From an optimization exercise on the open Yosys and OpenROAD flow, aimed at small area, a short achievable clock period and few clock cycles per item; shortcuts taken in it are not production practice.
No functional check of the RTL was part of any run shown here.
Power is estimated from default activity; no workload was simulated.

==> run.sh <==
#!/bin/bash
# synth_recipe.tcl (not shown) runs the flow's synth.tcl, then flattens the netlist and writes it again
# the make line also repeats each setting of config.mk as NAME=value (left out here)
make -C /OpenROAD-flow-scripts/flow DESIGN_CONFIG=/design/flow/config.mk WORK_HOME=/design/flow/orfs CLKGATE_MAP_FILE= SYNTH_SCRIPT=/design/flow/synth_recipe.tcl finish
==> config.mk <==
export PLATFORM = sky130hd
export DESIGN_NAME = alu_multi_cycle
export DESIGN_NICKNAME = alu_multi_cycle
export VERILOG_FILES = /design/flow/design.v
export SDC_FILE = /design/flow/constraint.sdc
export NUM_CORES = 4
export LEC_CHECK = 0
export CAP_MARGIN = 20
export CORE_MARGIN = 2
export CORE_UTILIZATION = 40
export SETUP_SLACK_MARGIN = 5
export SLEW_MARGIN = 20
==> constraint.sdc <==
create_clock -name core_clock -period 10.0 [get_ports {clk}]
set_input_delay 2.0000 -clock core_clock [delete_from_list [all_inputs] [get_ports {clk}]]
set_output_delay 2.0000 -clock core_clock [all_outputs]
set_load 0.01 [all_outputs]
==> design.v <==
module alu_multi_cycle #(
    parameter OPERAND_BUS_WIDTH = 8,
    parameter OPERAND_MAX_DATA_WIDTH = 32,
    parameter RESULT_BUS_WIDTH = 16,
    parameter RESULT_MAX_DATA_WIDTH = 64
) (
    input   wire                            clk,
    input   wire                            rst,  
    input   wire                            operand_valid,
    input   wire [2:0]                      op,
    input   wire [OPERAND_BUS_WIDTH-1:0]    a,
    input   wire [OPERAND_BUS_WIDTH-1:0]    b,
    input   wire                            operand_last,
    output  reg                             ready,
    output  reg                             result_valid,
    output  reg  [RESULT_BUS_WIDTH-1:0]     result,
    output  reg                             result_last,
    output  reg                             result_rst
);
    reg [31:0] opa;       
    reg [31:0] opb;       
    reg        cy;        
    reg [2:0]  opc;       
    reg [1:0]  nb;        
    reg        s_recv;    
    reg        s_full;    
    reg        m_busy;    
    reg [2:0]  didx;      
    reg [1:0]  d_one, d_two, d_neg;    
    reg        d_top;     
    reg [63:0] o;         
    reg        ir_v;      
    reg [7:0]  ir_a, ir_b;
    reg [2:0]  ir_op;
    reg        ir_last;
    wire flush = !rst || (operand_valid && op == 3'b111);
    always @(*) result = o[15:0];
    wire is_mul  = (opc == 3'b100);
    wire o_free  = !m_busy && (!result_valid || result_last);
    wire xfer    = s_full && o_free;
    wire step    = m_busy || (xfer && is_mul);
    wire m_done  = (didx == 3'd0);
    wire accept  = operand_valid && ready;           
    wire s_can   = !s_full || (xfer && !is_mul) || (step && m_done);
    wire take    = ir_v && s_can;                      
    wire first   = !s_recv;
    wire lastb   = ir_last || !first && nb == 2'd3;
    wire o_hi0   = (o[63:32] == 32'd0);
    wire [2:0] cur_op = first ? ir_op : opc;
    wire       cin    = !first && cy;
    wire [9:0] bsum_x = {1'b0, ir_a, 1'b1} + {1'b0, ir_b, cin};
    wire [8:0] bsum   = bsum_x[9:1];
    reg  [7:0] rbyte;
    reg        rcarry;
    always @(*) begin
        rcarry = 1'b0;
        case (cur_op)
            3'b001: {rcarry, rbyte} = bsum;
            3'b010: rbyte = ir_a & ir_b;
            3'b011: rbyte = ir_a ^ ir_b;
            3'b100: rbyte = ir_a;
            default: rbyte = 8'd0;
        endcase
    end
    function automatic [6:0] benc(input [4:0] x);    
        integer m;
        reg b2, b1, b0;
        begin
            benc = 7'd0;
            for (m = 0; m < 2; m = m + 1) begin
                b2 = x[2*m+2]; b1 = x[2*m+1]; b0 = x[2*m];
                benc[m]   = b1 ^ b0;
                benc[2+m] = (b2 & !b1 & !b0) | (!b2 & b1 & b0);
                benc[4+m] = b2 & !(b1 & b0);
            end
            benc[6] = x[4];
        end
    endfunction
    wire [2:0] nd_idx = didx - 3'd1;
    wire [4:0] nd_x   = {opa[{nd_idx, 2'b00} +: 4], (nd_idx == 3'd0) ? 1'b0 : opa[{nd_idx, 2'b00} - 1]};
    wire [4:0] fd_x   = {ir_a[7:4], ir_a[3]};
    wire [32:0] pp0 = (({33{d_one[0]}} & {1'b0, opb}) | ({33{d_two[0]}} & {opb, 1'b0})) ^ {33{d_neg[0]}};
    wire [32:0] pp1 = (({33{d_one[1]}} & {1'b0, opb}) | ({33{d_two[1]}} & {opb, 1'b0})) ^ {33{d_neg[1]}};
    wire [41:0] row0 = {6'b111111, !d_neg[0], d_neg[0], d_neg[0], pp0};
    wire [41:0] row1 = {6'd0, !d_neg[1], pp1, 2'b00};
    wire [39:0] accl = m_busy ? {o[35:0], 4'd0} : (d_top ? {4'd0, opb, 4'd0} : 40'd0);
    wire [41:0] arow = {2'd0, accl[39:4], 1'b0, d_neg[1], 1'b0, d_neg[0]};
    wire [41:0] c1s  = row0 ^ row1 ^ arow;
    wire [41:0] c1c  = ((row0 & row1) | (row0 & arow) | (row1 & arow)) << 1;
    wire [41:0] lsum = c1s + c1c;
    wire [23:0] acch = m_busy ? o[59:36] : 24'd0;
    wire [23:0] hinc = acch + 24'd1;
    wire [23:0] hdec = acch - 24'd1;
    wire [23:0] hsum = lsum[41] ? hdec : (lsum[40] ? hinc : acch);
    wire [63:0] macc = {hsum, lsum[39:0]};
    always @(posedge clk) begin
        if (step)
            o <= macc;
        else if (xfer)
            o <= {31'd0, cy && nb == 2'd0, opa[31:25], opa[24] | (cy && nb == 2'd3),
                  opa[23:17], opa[16] | (cy && nb == 2'd2), opa[15:9], opa[8] | (cy && nb == 2'd1), opa[7:0]};
        else
            o <= {16'd0, o[63:16]};
    end
    always @(posedge clk) begin
        if (ready) begin
            ir_a    <= a;
            ir_b    <= b;
            ir_op   <= op;
            ir_last <= operand_last;
        end
        if (take) begin
            cy <= rcarry;
            if (first) begin
                opa <= {24'd0, rbyte};
                opb <= {24'd0, ir_b};
            end else begin
                case (nb)
                    2'd1: begin opa[15:8]  <= rbyte; opb[15:8]  <= ir_b; end
                    2'd2: begin opa[23:16] <= rbyte; opb[23:16] <= ir_b; end
                    default: begin opa[31:24] <= rbyte; opb[31:24] <= ir_b; end
                endcase
            end
        end
    end
    reg        s_recv_n, s_full_n, m_busy_n, rv_n, rl_n;
    reg [2:0]  didx_n, opc_n;
    reg [1:0]  nb_n;
    reg [6:0]  dsel_n;
    always @(*) begin
        s_recv_n = s_recv;
        s_full_n = s_full;
        m_busy_n = m_busy;
        didx_n   = didx;
        opc_n    = opc;
        nb_n     = nb;
        dsel_n   = {d_top, d_neg, d_two, d_one};
        if (result_valid && !result_last) begin
            rv_n = 1'b1;
            rl_n = o_hi0;
        end else begin
            rv_n = 1'b0;
            rl_n = 1'b0;
        end
        if (step) begin
            didx_n   = nd_idx;
            dsel_n   = benc(nd_x);
            m_busy_n = !m_done;
            if (m_done) begin
                s_full_n = 1'b0;
                rv_n     = 1'b1;
                rl_n     = 1'b0;
            end
        end else if (xfer) begin
            s_full_n = 1'b0;
            rv_n     = 1'b1;
            rl_n     = 1'b0;
        end
        if (take) begin
            if (first) begin
                opc_n = ir_op;
                nb_n  = 2'd1;
                if (ir_op != 3'b000) begin
                    if (ir_last) s_full_n = 1'b1;
                    else              s_recv_n = 1'b1;
                end
            end else begin
                nb_n = nb + 2'd1;
                if (lastb) begin
                    s_recv_n = 1'b0;
                    s_full_n = 1'b1;
                end
            end
            if (lastb) begin
                didx_n = {nb, 1'b1} & {first ? 2'b00 : 2'b11, 1'b1};
                dsel_n = benc(fd_x);
            end
        end
        if (flush) begin
            s_recv_n = 1'b0;
            s_full_n = 1'b0;
            m_busy_n = 1'b0;
            rv_n     = 1'b0;
            rl_n     = 1'b0;
        end
    end
    wire o_free_n = !m_busy_n && (!rv_n || rl_n);
    wire ir_v_n   = !flush && (accept || (ir_v && !take));
    wire ready_n  = !ir_v_n || !s_full_n || (o_free_n && opc_n != 3'b100) || (m_busy_n && didx_n == 3'd0);
    always @(posedge clk) begin
        s_recv       <= s_recv_n;
        s_full       <= s_full_n;
        m_busy       <= m_busy_n;
        didx         <= didx_n;
        opc          <= opc_n;
        nb           <= nb_n;
        {d_top, d_neg, d_two, d_one} <= dsel_n;
        result_valid <= rv_n;
        result_last  <= rl_n;
        ready        <= ready_n;
        ir_v         <= ir_v_n;
        result_rst   <= flush;
    end
endmodule
==> impl_metrics.yaml, run 1 <==
synthesis:
  ys_seq_area_share_pct: 33.6
  syn_area_per_cell_um2: 9.21
  netlist_area_um2: 12800
  yosysUniqueCellTypes: 76
  synthCells: 1393
  synthArstFlopShare_pct: 0
  netlist_top_cells_area: "edfxtp_1, dfxtp_1, ha_1, a22oi_1, xor2_1"
  synth_top_area_share_pct: 20.4
  synth-edff-count: 87
  yosysWarnings: 1
  ys_ff_latch: 172
  ys.flop_type: "edfxtp_1"
  syn_nets: 1513
  yosys.area.top_type: "edfxtp_1"
timing:
  max_freq_mhz: 207
  holdWs_ns: 0.475
  slew_headroom_pct: 27.8
  setup_tns_ns: 0
  rsz0062_at_grt: "yes"
  post-route-period-util_pct: 48.4
  fin_crit_ns: 4.84
  setup_viol: 0
  hold_violations: 0
  fin_skew_ns: 0.0182
  drv_slew: 0
  tightestPinTransition_ns: 1.08
route:
  route.detailed.drc: 0
  via_count: 10799
  first_pass_iters: 6
  wire_per_inst_um: 21.2
  drtAntennaViolNets: 0
  routed_wl_mm: 37.9
  viasPerCell: 6.03
  dr.first_iter.drc_count: 1182
finish:
  area_growth_pct: 9.99
  finalNetCount: 1494
  mostFrequentLayoutCells: "nand2_1, inv_1, a22oi_1, edfxtp_1, dfxtp_1"
  drive_gt1_share_pct: 7.57
  design_area_um2: 14100
  layout_commonest_cell: "nand2_1"
  final_util_pct: 44.7
clock_tree:
  clk_latency_ns: 0.45
  cts-htree-levels: 4
  clkSinkCount: 172
  clk_pin_slew_ns: 0.07
  cts.path.max_buffers: 2
  cts_root_buf: "clkbuf_16"
  cts_buffers: 17
  cts_tree: "done"
  cts_hold_buffers: 0
worst_setup_path:
  max_stage_delay_ns: 0.56
  crit_buf_inv: 2
  reg2reg_slack_ns: 5.16
  cpMostUsedCell: "and4_1"
  required_ns: 10.34
  cp-end-kind: "flop"
  start_kind: "flop"
  crit_family: "simple AND/OR/NAND/NOR gates"
  cp_max_fo: 70
  rr_startpoint: "m_busy"
  worstReg2RegEnd: "o[53]"
  worst_r2r_path_depth: 14
  path_cells: "buf_8 -> a22oi_1 -> fa_1 -> inv_1 -> ha_1 -> and4_1 -> nand3_1 -> or3b_1 -> a31oi_1 -> a211oi_2 -> mux2_4 -> nand4_2 -> and4_1 -> or3_1"
  crit_start: "m_busy"
  cp_slowest_cell: "dfxtp_4"
  path_class: "flop to flop"
  cp.arrival_ns: 5.17
global_route:
  grt_usage_pct: 23.0
  grt-ovfl-total: 0
  grt_pass1_vias: 10308
  antenna_found_initial: 0
  grt_start_max_net_pins: 71
  grt_pass1_wl_mm: 59.9
die:
  die_w_um: 183
  core_um2: 31600
  fp-row-count: 65
  fp.dieH_um: 183
  initial_utilization_pct: 40.6
  dieArea_um2: 33500
  num_io_pins: 43
outcome:
  outcome: "finished clean"
min_path:
  min_from: "d_one[0]"
  holdPathStages: 2
  hold_path_end: "d_one[0]"
  worstHoldPathType: "flop to flop"
power_and_ir_drop:
  leakage_uw: 0.00567
  ir_drop_mv: 0.181
  p_per_area_nw_per_um2: 359
flow_run:
  max-cap-violations: 0
placed_design:
  place_congestion: 0.875
  dp_hpwl_mm: 28.2
  io_buffers: 42
  placedInstanceArea_um2: 13500
==> report_power, final <==
group / internal [µW] / switching (µW) / total, µW
Sequential: 809 / 105 / 914
Combinational: 1330 / 2120 / 3450
Clock: 378 / 323 / 701
Total: 2520 / 2550 / 5070
==> tightest hold or removal path: cells and delay by family (launching register included) <==
family / cells / cell delay, ns
simple gates: 1 / 0.05
flops: 1 / 0.31
compound gates: 1 / 0.07
==> worst max path at each step <==
stage,cells after the start,end
3_3_place_gp,14,o[53]
3_5_place_dp,14,o[53]
5_1_grt,14,o[53]
2_1_floorplan,20,o[60]
4_1_cts,14,o[53]
6_report,14,o[53]
==> cells in the mapped netlist (all sizes together), types with 4 or more instances <==
cell    count
nor4        9
o211ai     12
a211o       5
nor3       18
nand3      30
o21a        8
nor2       62
a31oi      14
nand4      20
mux2       12
a41o        5
a21o       17
a221o      10
o22ai       5
nand2     133
and2       25
a221oi      4
or3        15
o31ai       7
mux2i      41
nor2b       8
mux4        9
edfxtp     87
and4        8
clkbuf     57
fa         33
nand2b      4
dfxtp      85
inv        95
o21ai      79
a211oi     14
nand3b      5
a21oi      69
and3       15
nand4b      6
a22o        4
a22oi      95
ha         64
xor2       77
o21bai     10
xnor2      35
a31o        7
buf        40
==> cell families (layout without fill, tap and decap cells) <==
family	after synthesis	in the layout	synth area share, %
multiplexers	62	62	5.86
AND/OR/NAND/NOR	372	372	14.5
AO/OA/AOI/OAI	385	385	20.5
XOR/XNOR	113	113	7.83
flip-flops	172	172	33.6
adder cells (fa/ha/maj)	97	97	11.4
other	0	1	0
buffers and inverters	192	186	6.21
==> state kept, by name (all words and copies together), names as in the netlist, 2 cells and up <==
| name | cells |
|---|---|
| d_one | 2 |
| d_two | 2 |
| opb | 32 |
| ir_op | 3 |
| ir_a | 8 |
| opa | 32 |
| didx | 3 |
| o | 64 |
| ir_b | 8 |
| d_neg | 2 |
| opc | 3 |
| nb | 2 |
==> per-stage QoR <==
step	power (µW)	setup slack [ns]	cells
after floorplan	3430	5.13	1393
after global placement	4250	4.78	1756
after detailed placement	4250	4.65	1756
after CTS	4970	5.03	1788
after global routing	5450	4.97	1789
final	5070	5.16	1790
==> final cells by class <==
class                   count  area [µm²]
diodes                      1        2.50
clock buffers              17         425
clock inverters            15         179
fillers                  3025       17400
inverters                  95         357
multi-input cells        1029        7750
flip-flops and latches    172        4320
well taps                 402         503
repair buffers             59         563
==> timing repair <==
action                                  4_1_cts  5_1_grt
pin swaps                                     0        1
buffers inserted                              0        1
resized for setup                             4        8
endpoints found under the hold margin         0        0
endpoints found under the setup margin       18       25
==> metal layers <==
metal / part of all wire [%] / vias up / track usage, %
met1: 46 / 5236 / 33.4
met3: 7.2 / 58 / 3.63
met2: 44 / 464 / 34.8
li1: - / 5041 / -
met5: 0 / - / 0
met4: 2.7 / 0 / 7.65
==> run 2, diff against run 1 <==
--- a/design.v
+++ b/design.v
@@ -30,4 +30,5 @@
     reg        d_top;     
     reg [63:0] o;         
+    reg [1:0]  corr;      
     reg        ir_v;      
     reg [7:0]  ir_a, ir_b;
@@ -41,10 +42,12 @@
     wire step    = m_busy || (xfer && is_mul);
     wire m_done  = (didx == 3'd0);
-    wire accept  = operand_valid && ready;           
+    wire accept  = operand_valid && ready;            
     wire s_can   = !s_full || (xfer && !is_mul) || (step && m_done);
-    wire take    = ir_v && s_can;                      
+    wire take    = ir_v && s_can;                       
     wire first   = !s_recv;
     wire lastb   = ir_last || !first && nb == 2'd3;
-    wire o_hi0   = (o[63:32] == 32'd0);
+    wire [23:0] ohi  = o[63:40];
+    wire [23:0] ofix = corr[1] ? ohi - 24'd1 : (corr[0] ? ohi + 24'd1 : ohi);
+    wire o_hi0   = ({ofix, o[39:32]} == 32'd0);
     wire [2:0] cur_op = first ? ir_op : opc;
     wire       cin    = !first && cy;
@@ -80,18 +83,36 @@
     wire [4:0] nd_x   = {opa[{nd_idx, 2'b00} +: 4], (nd_idx == 3'd0) ? 1'b0 : opa[{nd_idx, 2'b00} - 1]};
     wire [4:0] fd_x   = {ir_a[7:4], ir_a[3]};
+    function automatic [41:0] add42(input [41:0] x, input [41:0] y);
+        reg [41:0] g, p, g0, p0;
+        integer i, l, j;
+        begin
+            g0 = x & y;
+            p0 = x ^ y;
+            g = g0;
+            p = p0;
+            for (l = 0; l < 6; l = l + 1) begin
+                for (i = 41; i >= 0; i = i - 1) begin
+                    if ((i >> l) & 1) begin
+                        j = ((i >> l) << l) - 1;
+                        g[i] = g[i] | (p[i] & g[j]);
+                        p[i] = p[i] & p[j];
+                    end
+                end
+            end
+            add42[0] = p0[0];
+            for (i = 1; i < 42; i = i + 1) add42[i] = p0[i] ^ g[i-1];
+        end
+    endfunction
     wire [32:0] pp0 = (({33{d_one[0]}} & {1'b0, opb}) | ({33{d_two[0]}} & {opb, 1'b0})) ^ {33{d_neg[0]}};
     wire [32:0] pp1 = (({33{d_one[1]}} & {1'b0, opb}) | ({33{d_two[1]}} & {opb, 1'b0})) ^ {33{d_neg[1]}};
     wire [41:0] row0 = {6'b111111, !d_neg[0], d_neg[0], d_neg[0], pp0};
     wire [41:0] row1 = {6'd0, !d_neg[1], pp1, 2'b00};
-    wire [39:0] accl = m_busy ? {o[35:0], 4'd0} : (d_top ? {4'd0, opb, 4'd0} : 40'd0);
+    wire [39:0] accl = {o[35:16], o[15:0] & {16{m_busy}}, 4'd0} | {4'd0, opb & {32{d_top}}, 4'd0};
     wire [41:0] arow = {2'd0, accl[39:4], 1'b0, d_neg[1], 1'b0, d_neg[0]};
     wire [41:0] c1s  = row0 ^ row1 ^ arow;
     wire [41:0] c1c  = ((row0 & row1) | (row0 & arow) | (row1 & arow)) << 1;
-    wire [41:0] lsum = c1s + c1c;
-    wire [23:0] acch = m_busy ? o[59:36] : 24'd0;
-    wire [23:0] hinc = acch + 24'd1;
-    wire [23:0] hdec = acch - 24'd1;
-    wire [23:0] hsum = lsum[41] ? hdec : (lsum[40] ? hinc : acch);
-    wire [63:0] macc = {hsum, lsum[39:0]};
+    wire [41:0] lsum = add42(c1s, c1c);
+    wire [23:0] acch = {ofix[19:0], o[39:36]};
+    wire [63:0] macc = {acch, lsum[39:0]};
     always @(posedge clk) begin
         if (step)
@@ -100,6 +121,12 @@
             o <= {31'd0, cy && nb == 2'd0, opa[31:25], opa[24] | (cy && nb == 2'd3),
                   opa[23:17], opa[16] | (cy && nb == 2'd2), opa[15:9], opa[8] | (cy && nb == 2'd1), opa[7:0]};
+        else if (result_rst)
+            o <= 64'd0;      
         else
-            o <= {16'd0, o[63:16]};
+            o <= {16'd0, ofix, o[39:16]};
+        if (flush || !step)
+            corr <= 2'b00;
+        else
+            corr <= lsum[41:40];
     end
     always @(posedge clk) begin
@@ -145,5 +172,5 @@
         if (step) begin
             didx_n   = nd_idx;
-            dsel_n   = benc(nd_x);
+            dsel_n   = benc(nd_x) & 7'b0111111;
             m_busy_n = !m_done;
             if (m_done) begin
@@ -185,7 +212,8 @@
         end
     end
+    wire ir_v_k   = accept || (ir_v && !take);
     wire o_free_n = !m_busy_n && (!rv_n || rl_n);
-    wire ir_v_n   = !flush && (accept || (ir_v && !take));
-    wire ready_n  = !ir_v_n || !s_full_n || (o_free_n && opc_n != 3'b100) || (m_busy_n && didx_n == 3'd0);
+    wire ready_n  = flush || !ir_v_k || !s_full_n || (o_free_n && opc_n != 3'b100) ||
+                    (m_busy_n && didx_n == 3'd0);
     always @(posedge clk) begin
         s_recv       <= s_recv_n;
@@ -199,5 +227,5 @@
         result_last  <= rl_n;
         ready        <= ready_n;
-        ir_v         <= ir_v_n;
+        ir_v         <= !flush && ir_v_k;
         result_rst   <= flush;
     end
==> flow/run.sh (new file) <==
#!/bin/bash
set -e
echo "export SETUP_SLACK_MARGIN = 6.0" >> config.mk
echo "export BUFFER_PORTS_ARGS = -buffer_cell sky130_fd_sc_hd__buf_2" >> config.mk
bash standard.sh > standard.log 2>&1
==> standard.sh (new file) <==
#!/bin/bash
# synth_recipe.tcl (not shown) runs the flow's synth.tcl, then flattens the netlist and writes it again
# the make line also repeats each setting of config.mk as NAME=value (left out here)
make -C /OpenROAD-flow-scripts/flow DESIGN_CONFIG=/design/flow/config.mk WORK_HOME=/design/flow/orfs CLKGATE_MAP_FILE= SYNTH_SCRIPT=/design/flow/synth_recipe.tcl "${@:-finish}"
--- a/config.mk
+++ b/config.mk
@@ -9,4 +9,6 @@
 export CORE_MARGIN = 2
 export CORE_UTILIZATION = 40
-export SETUP_SLACK_MARGIN = 5
+export CTS_BUF_LIST = sky130_fd_sc_hd__clkbuf_4 sky130_fd_sc_hd__clkbuf_8
 export SLEW_MARGIN = 20
+export SETUP_SLACK_MARGIN = 6.0
+export BUFFER_PORTS_ARGS = -buffer_cell sky130_fd_sc_hd__buf_2
removed: run.sh
==> impl_metrics.yaml, run 2 <==
min_path:
  min_from: "opc[0]"
  holdPathStages: 2
  hold_path_end: "opc[0]"
  worstHoldPathType: "flop to flop"
synthesis:
  netlist_top_cells_area: "edfxtp_1, dfxtp_1, ha_1, fa_1, a22oi_1"
  synth_mux_area_share_pct: 3.65
  synth-edff-count: 87
  synthArstFlopShare_pct: 0
  synthCells: 1197
  yosysWarnings: 1
  synth_top_family_by_area: "compound AO/OA/AOI/OAI gates"
  ys_seq_area_share_pct: 36.7
  yosysUniqueCellTypes: 76
  ys.flop_type: "edfxtp_1"
  ys_ff_latch: 174
  synth_top_area_share_pct: 22.0
  netlist_area_um2: 11900
  synth_xor_area_share_pct: 9.36
  synthSimpleGateAreaFrac_pct: 11.5
  yosysMostFrequentCell: "a22oi_1"
  synth-adder-area-share_pct: 13.1
  synth_common_cells: "a22oi_1, dfxtp_1, edfxtp_1"
  syn_nets: 1322
  synth_compound_area_share_pct: 19.8
  yosys.area.top_type: "edfxtp_1"
  syn_area_per_cell_um2: 9.90
route:
  dr.first_iter.drc_count: 816
  wire_per_inst_um: 20.4
  drtAntennaViolNets: 0
  viasPerCell: 5.77
  route.detailed.drc: 0
  routed_wl_mm: 32.8
  via_count: 9285
  first_pass_iters: 7
worst_setup_path:
  path_cells: "a22oi_1 -> xor2_1 -> fa_1 -> inv_1 -> ha_1 -> and3_1 -> and4_1 -> a221oi_1 -> fa_1 -> o221ai_1"
  crit_buf_inv: 1
  cpMostUsedCell: "fa_1"
  rr_startpoint: "opb[5]"
  crit_family: "adder cells"
  cp_slowest_cell: "fa_1"
  cp_max_fo: 5
  path_class: "flop to flop"
  reg2reg_slack_ns: 6.14
  start_kind: "flop"
  worst_r2r_path_depth: 10
  worstReg2RegEnd: "o[8]"
  required_ns: 10.34
  max_stage_delay_ns: 0.60
  cp-end-kind: "flop"
  cp.arrival_ns: 4.20
timing:
  hold_violations: 0
  setup_viol: 0
  slew_headroom_pct: 33.7
  fin_skew_ns: 0.0228
  setup_tns_ns: 0
  post-route-period-util_pct: 38.6
  rsz0062_at_grt: "no"
  drv_slew: 0
  fin_crit_ns: 3.86
  tightestPinTransition_ns: 0.992
  max_freq_mhz: 259
  holdWs_ns: 0.515
power_and_ir_drop:
  ir_drop_mv: 0.155
  leakage_uw: 0.00521
  p_per_area_nw_per_um2: 300
  power_uw: 3900
flow_run:
  max-cap-violations: 0
die:
  core_um2: 29400
  num_io_pins: 43
  fp-row-count: 63
  die_w_um: 176
  dieArea_um2: 31000
  fp.dieH_um: 176
  initial_utilization_pct: 40.3
global_route:
  grt_pass1_vias: 8938
  grt_start_max_net_pins: 61
  grt-ovfl-total: 0
  antenna_found_initial: 0
  grt_pass1_wl_mm: 50.4
  grt_usage_pct: 21.1
finish:
  largest_reg_flops: 64
  mostFrequentLayoutCells: "a22oi_1, edfxtp_1, inv_1, dfxtp_1, xor2_1"
  area_growth_pct: 9.87
  drive_gt1_share_pct: 13.8
  top_regs: "o: 64 flops, opa: 32 flops, opb: 32 flops"
  num_antenna_cells: 0
  regMostFlops: "o"
  layout_commonest_cell: "a22oi_1"
  final_cells: 1609
  finalNetCount: 1331
  nFillCells: 2814
clock_tree:
  cts.path.max_buffers: 2
  cts-htree-levels: 4
  cts_tree: "done"
  cts_hold_buffers: 0
  clkSinkCount: 174
  clk_pin_slew_ns: 0.10
  cts_root_buf: "clkbuf_8"
  clk_latency_ns: 0.48
  cts_buffers: 17
outcome:
  outcome: "finished clean"
placed_design:
  dp_hpwl_mm: 24.3
  io_buffers: 42
  dp_cells: 1562
  place_congestion: 0.900
[run 2: cell types whose count changed in the layout (fill, tap and decap cells not counted), moves of 13 or more]
cell	previous run	this run
a21oi_1	68	55
buf_2	0	42
clkbuf_16	17	1
clkbuf_8	0	17
clkdlybuf4s50_1	42	0
mux2i_1	41	14
nand2_1	132	61
o21ai_0	78	54
xnor2_1	35	49
[run 2: layout make-up]
cell class                      count  area, µm²  share of cell area [%]
Clock buffer                       18        241                    1.85
Clock inverter                     14        150                    1.15
Inverter                           85        319                    2.45
Multi-Input combinational cell    857       6940                    53.3
Sequential cell                   174       4380                    33.6
Tap cell                          390        488                    3.75
Timing Repair Buffer               71        508                    3.90
[run 2: cell families (layout without fill, tap and decap cells)]
logic type / Yosys count / after routing
xor gates and xnor gates: 125 / 125
and+or+nand+nor: 265 / 265
AOI/OAI and AO/OA: 334 / 334
DFF: 174 / 174
muxes: 31 / 31
adders and majority gates: 102 / 102
buffers and inverters: 166 / 188
[run 2: power breakdown]
group	leakage, µW	internal (µW)	switching, µW
combinational	0.00346	1090	1430
clock	0.000195	209	291
sequential	0.00155	806	83.6
[run 2: worst max-delay path by stage]
stage	from	endpoint	cells after the start
global placement	d_one[1]	o[39]	15
global route	d_one[1]	corr[0]	15
floorplan	d_neg[0]	o[39]	14
finish	opb[5]	o[8]	10
detailed placement	d_one[0]	corr[0]	14
CTS	d_one[1]	o[39]	15
[run 2: metal layers]
metal	wire length, µm	global-route usage (%)	part of all wire (%)	up-vias
met4	967	7.99	3.0	0
li1	-	-	-	4364
met2	14800	32.7	45	366
met3	2150	2.95	6.6	42
met5	0	0	0	-
met1	14900	29.9	45	4513
[run 2: worst reg2reg max path: stages (launching register included)]
cell,delay (ns)
edfxtp_1,0.50
a22oi_1,0.26
xor2_1,0.12
fa_1,0.54
inv_1,0.04
ha_1,0.34
and3_1,0.25
and4_1,0.21
a221oi_1,0.48
fa_1,0.60
o221ai_1,0.39
[run 2: through the flow]
stage | area, µm² | setup slack (ns) | util (%)
after floorplan | 11900 | 6.11 | -
after global placement | 12300 | 5.61 | 41.8
after detailed placement | 12300 | 5.50 | 41.8
after CTS | 12700 | 6.02 | 43.4
after global routing | 13000 | 5.99 | 44.3
final | 13000 | 6.14 | 44.3
[run 2: repair_timing]
item                       CTS  global route
cloned                       0             1
buffers inserted             0            14
setup endpoints to repair   28            23
pin swaps                    0            10
resized for setup           17            28
==> run 3, diff against run 2 <==
==> flow/run.sh (replaced) <==
#!/bin/bash
set -e
echo "export SETUP_SLACK_MARGIN = 6.25" >> config.mk
echo "export BUFFER_PORTS_ARGS = -buffer_cell sky130_fd_sc_hd__buf_2" >> config.mk
bash standard.sh > standard.log 2>&1
--- a/config.mk
+++ b/config.mk
@@ -11,4 +11,4 @@
 export CTS_BUF_LIST = sky130_fd_sc_hd__clkbuf_4 sky130_fd_sc_hd__clkbuf_8
 export SLEW_MARGIN = 20
-export SETUP_SLACK_MARGIN = 6.0
+export SETUP_SLACK_MARGIN = 6.25
 export BUFFER_PORTS_ARGS = -buffer_cell sky130_fd_sc_hd__buf_2
==> impl_metrics.yaml, run 3 <==
outcome:
  outcome: "finished clean"
clock_tree:
  cts_buffers: 17
  cts.path.max_buffers: 2
  clk_latency_ns: 0.48
  cts_tree: "done"
  clk_pin_slew_ns: 0.09
  clkSinkCount: 174
  cts-htree-levels: 4
  cts_root_buf: "clkbuf_8"
power_and_ir_drop:
  leakage_uw: 0.00541
  p_switching_uw: 1950
  clockPowerShare_pct: 11.0
  p_sw_share_pct: 45.0
  internal_power_uw: 2380
  seqPwrFrac_pct: 20.2
  ir_drop_mv: 0.140
  p_per_area_nw_per_um2: 316
  power_uw: 4330
  pwr-share-comb_pct: 68.7
finish:
  layout_commonest_cell: "edfxtp_1"
  area_growth_pct: 15.5
  design_area_um2: 13700
  largest_reg_flops: 64
  nFillCells: 2723
  top_regs: "o: 64 flops, opa: 32 flops, opb: 32 flops"
  regMostFlops: "o"
  finalNetCount: 1360
  mostFrequentLayoutCells: "edfxtp_1, inv_1, a22oi_1, dfxtp_1, xor2_1"
  drive_gt1_share_pct: 20.3
  num_antenna_cells: 0
synthesis:
  netlist_area_um2: 11900
  yosys.area.top_type: "edfxtp_1"
  synth-edff-count: 87
  synth_common_cells: "a22oi_1, dfxtp_1, edfxtp_1"
  ys_seq_area_share_pct: 36.7
  ys_ff_latch: 174
  ys.flop_type: "edfxtp_1"
  yosysMostFrequentCell: "a22oi_1"
  netlist_top_cells_area: "edfxtp_1, dfxtp_1, ha_1, fa_1, a22oi_1"
  synthCells: 1197
  synthArstFlopShare_pct: 0
  syn_area_per_cell_um2: 9.90
  yosysWarnings: 1
  yosysUniqueCellTypes: 76
  syn_nets: 1322
  synth_top_area_share_pct: 22.0
timing:
  fin_skew_ns: 0.0146
  fin_crit_ns: 3.80
  slew_headroom_pct: 32.1
  setup_viol: 0
  worst_slack_ns: 6.20
  hold_violations: 0
  max_freq_mhz: 263
  drv_slew: 0
  post-route-period-util_pct: 38.0
  rsz0062_at_grt: "yes"
  holdWs_ns: 0.493
  setup_tns_ns: 0
  tightestPinTransition_ns: 1.02
worst_setup_path:
  cp_slowest_cell: "fa_1"
  path_class: "flop to flop"
  cp.arrival_ns: 4.18
  start_kind: "flop"
  max_stage_delay_ns: 0.58
  cp-end-kind: "flop"
  cp_max_fo: 5
  required_ns: 10.37
  path_cells: "buf_6 -> a22oi_2 -> xor2_2 -> fa_1 -> inv_2 -> ha_4 -> nand3_4 -> or3_4 -> nor3_4 -> o2111ai_4 -> a21boi_4 -> a21o_1 -> a2111oi_4 -> a31o_1"
die:
  num_io_pins: 43
  fp-row-count: 63
  die_w_um: 176
  dieArea_um2: 31000
  core_um2: 29400
  initial_utilization_pct: 40.3
  fp.dieH_um: 176
global_route:
  grt_start_max_net_pins: 61
  antenna_found_initial: 0
  grt_pass1_wl_mm: 51.9
  grt_usage_pct: 21.8
  grt-ovfl-total: 0
  grt_pass1_vias: 9153
route:
  viasPerCell: 5.81
  drtAntennaViolNets: 0
  first_pass_iters: 6
  via_count: 9519
  routed_wl_mm: 34.2
  wire_per_inst_um: 20.9
  dr.first_iter.drc_count: 903
  route.detailed.drc: 0
placed_design:
  placedInstanceArea_um2: 12300
  dp_hpwl_mm: 24.1
  place_congestion: 0.894
  dp_worst_setup_slack_ns: 5.39
  io_buffers: 42
min_path:
  worstHoldPathType: "flop to flop"
flow_run:
  max-cap-violations: 0
[run 3: cell types whose count changed in the layout (fill, tap and decap cells not counted), sizes merged]
cell	previous run	this run
buf	69	98
bufbuf	0	1
clkbuf	20	21
inv	92	90
[run 3: metrics by stage]
stage	util (%)	instances
after floorplan	-	1197
after global placement	41.8	1561
after detailed placement	41.8	1561
after CTS	44.6	1612
after global routing	46.6	1638
final	46.6	1638
[run 3: routing by layer]
layer	vias up	part of all wire, %	global-route usage, %
met5	-	0	0
met4	0	2.5	6.82
met3	46	7.1	4.22
met2	404	47	35.2
met1	4645	44	29.6
li1	4424	-	-
[run 3: worst paths after layout]
check	start	endpoint	slack (ns)	depth (start not counted)
worst max-delay path	opb[17]	corr[0]	6.20	14
worst min-delay path	opa[25]	o[25]	0.49	2
worst max register to register	opb[17]	corr[0]	6.20	14
worst min register to register	opa[25]	o[25]	0.49	2
[run 3: cells by family after synthesis]
family                     after synthesis  share of synthesized area (%)
and+or+nand+nor                        265                           11.5
muxes                                   31                           3.65
buffers and inverters                  166                           5.87
adders and majority gates              102                           13.1
DFF                                    174                           36.7
xor gates and xnor gates               125                           9.36
AOI/OAI and AO/OA                      334                           19.8
[run 3: area by class of cell]
type	instances	area [µm²]	share of cell area, %
Multi-Input combinational cell	857	7320	53.5
Tap cell	390	488	3.56
Inverter	85	319	2.33
Clock inverter	12	109	0.795
Timing Repair Buffer	100	823	6.01
Sequential cell	174	4370	31.9
Clock buffer	20	263	1.92
[run 3: worst max-delay path: cells and delay by family (launching register included)]
| family | cells | cell delay [ns] |
|---|---|---|
| AOI/OAI and AO/OA | 6 | 1.25 |
| xor gates and xnor gates | 1 | 0.13 |
| adders and majority gates | 2 | 0.87 |
| buffers and inverters | 2 | 0.21 |
| DFF | 1 | 0.48 |
| and+or+nand+nor | 3 | 0.76 |
[run 3: timing repair]
item | in CTS | in global routing
hold endpoints to repair | 0 | 0
gates cloned | 2 | 0
gates resized for setup | 49 | 72
endpoints found under the setup margin | 33 | 66
pin swaps | 16 | 23
buffers inserted | 17 | 26
hold buffers | 0 | 0
[run 3: power by group through the flow]
stage	Sequential, µW	Clock (µW)	Combinational (µW)
after floorplan	846	0	1830
after global placement	906	0	2240
after detailed placement	906	0	2260
after CTS	882	489	2510
after global routing	882	517	3240
final	876	477	2970

separate check: timing with driven ports:
How much do the figures lean on ideal ports? The routed layouts below were timed once more, with nothing changed but the port constraints.
Step 1 assumes that a clkbuf_16 drives the clock port and a buf_2 every other input.
Step 2 moves the port delays by t, midway between the first and last clock arrival at a register: inputs arrive t later, outputs are due t later. That takes back most of the time a late clock gives input paths.
a / b / c = ideal ports / drivers / drivers and shift; a / b = the first two.
run | t (ns) | setup WS [ns] | hold WS [ns] | worst setup path at the end | worst slew at a driven data input, ns
run 1 | 0.494 | 5.162 / 5.162 / 5.162 | 0.475 / 0.475 / 0.475 | register to register | 0.03
run 2 | 0.510 | 6.144 / 6.144 / 5.839 | 0.515 / 0.515 / 0.515 | input to register | 0.03
run 3 | 0.521 | 6.197 / 6.197 / 6.013 | 0.493 / 0.493 / 0.493 | input to register | 0.03
After both steps setup and hold are still met in every run listed. The setup slack of run 2, which loses most, moves by 0.000 ns with the drivers and by -0.305 ns with both steps.
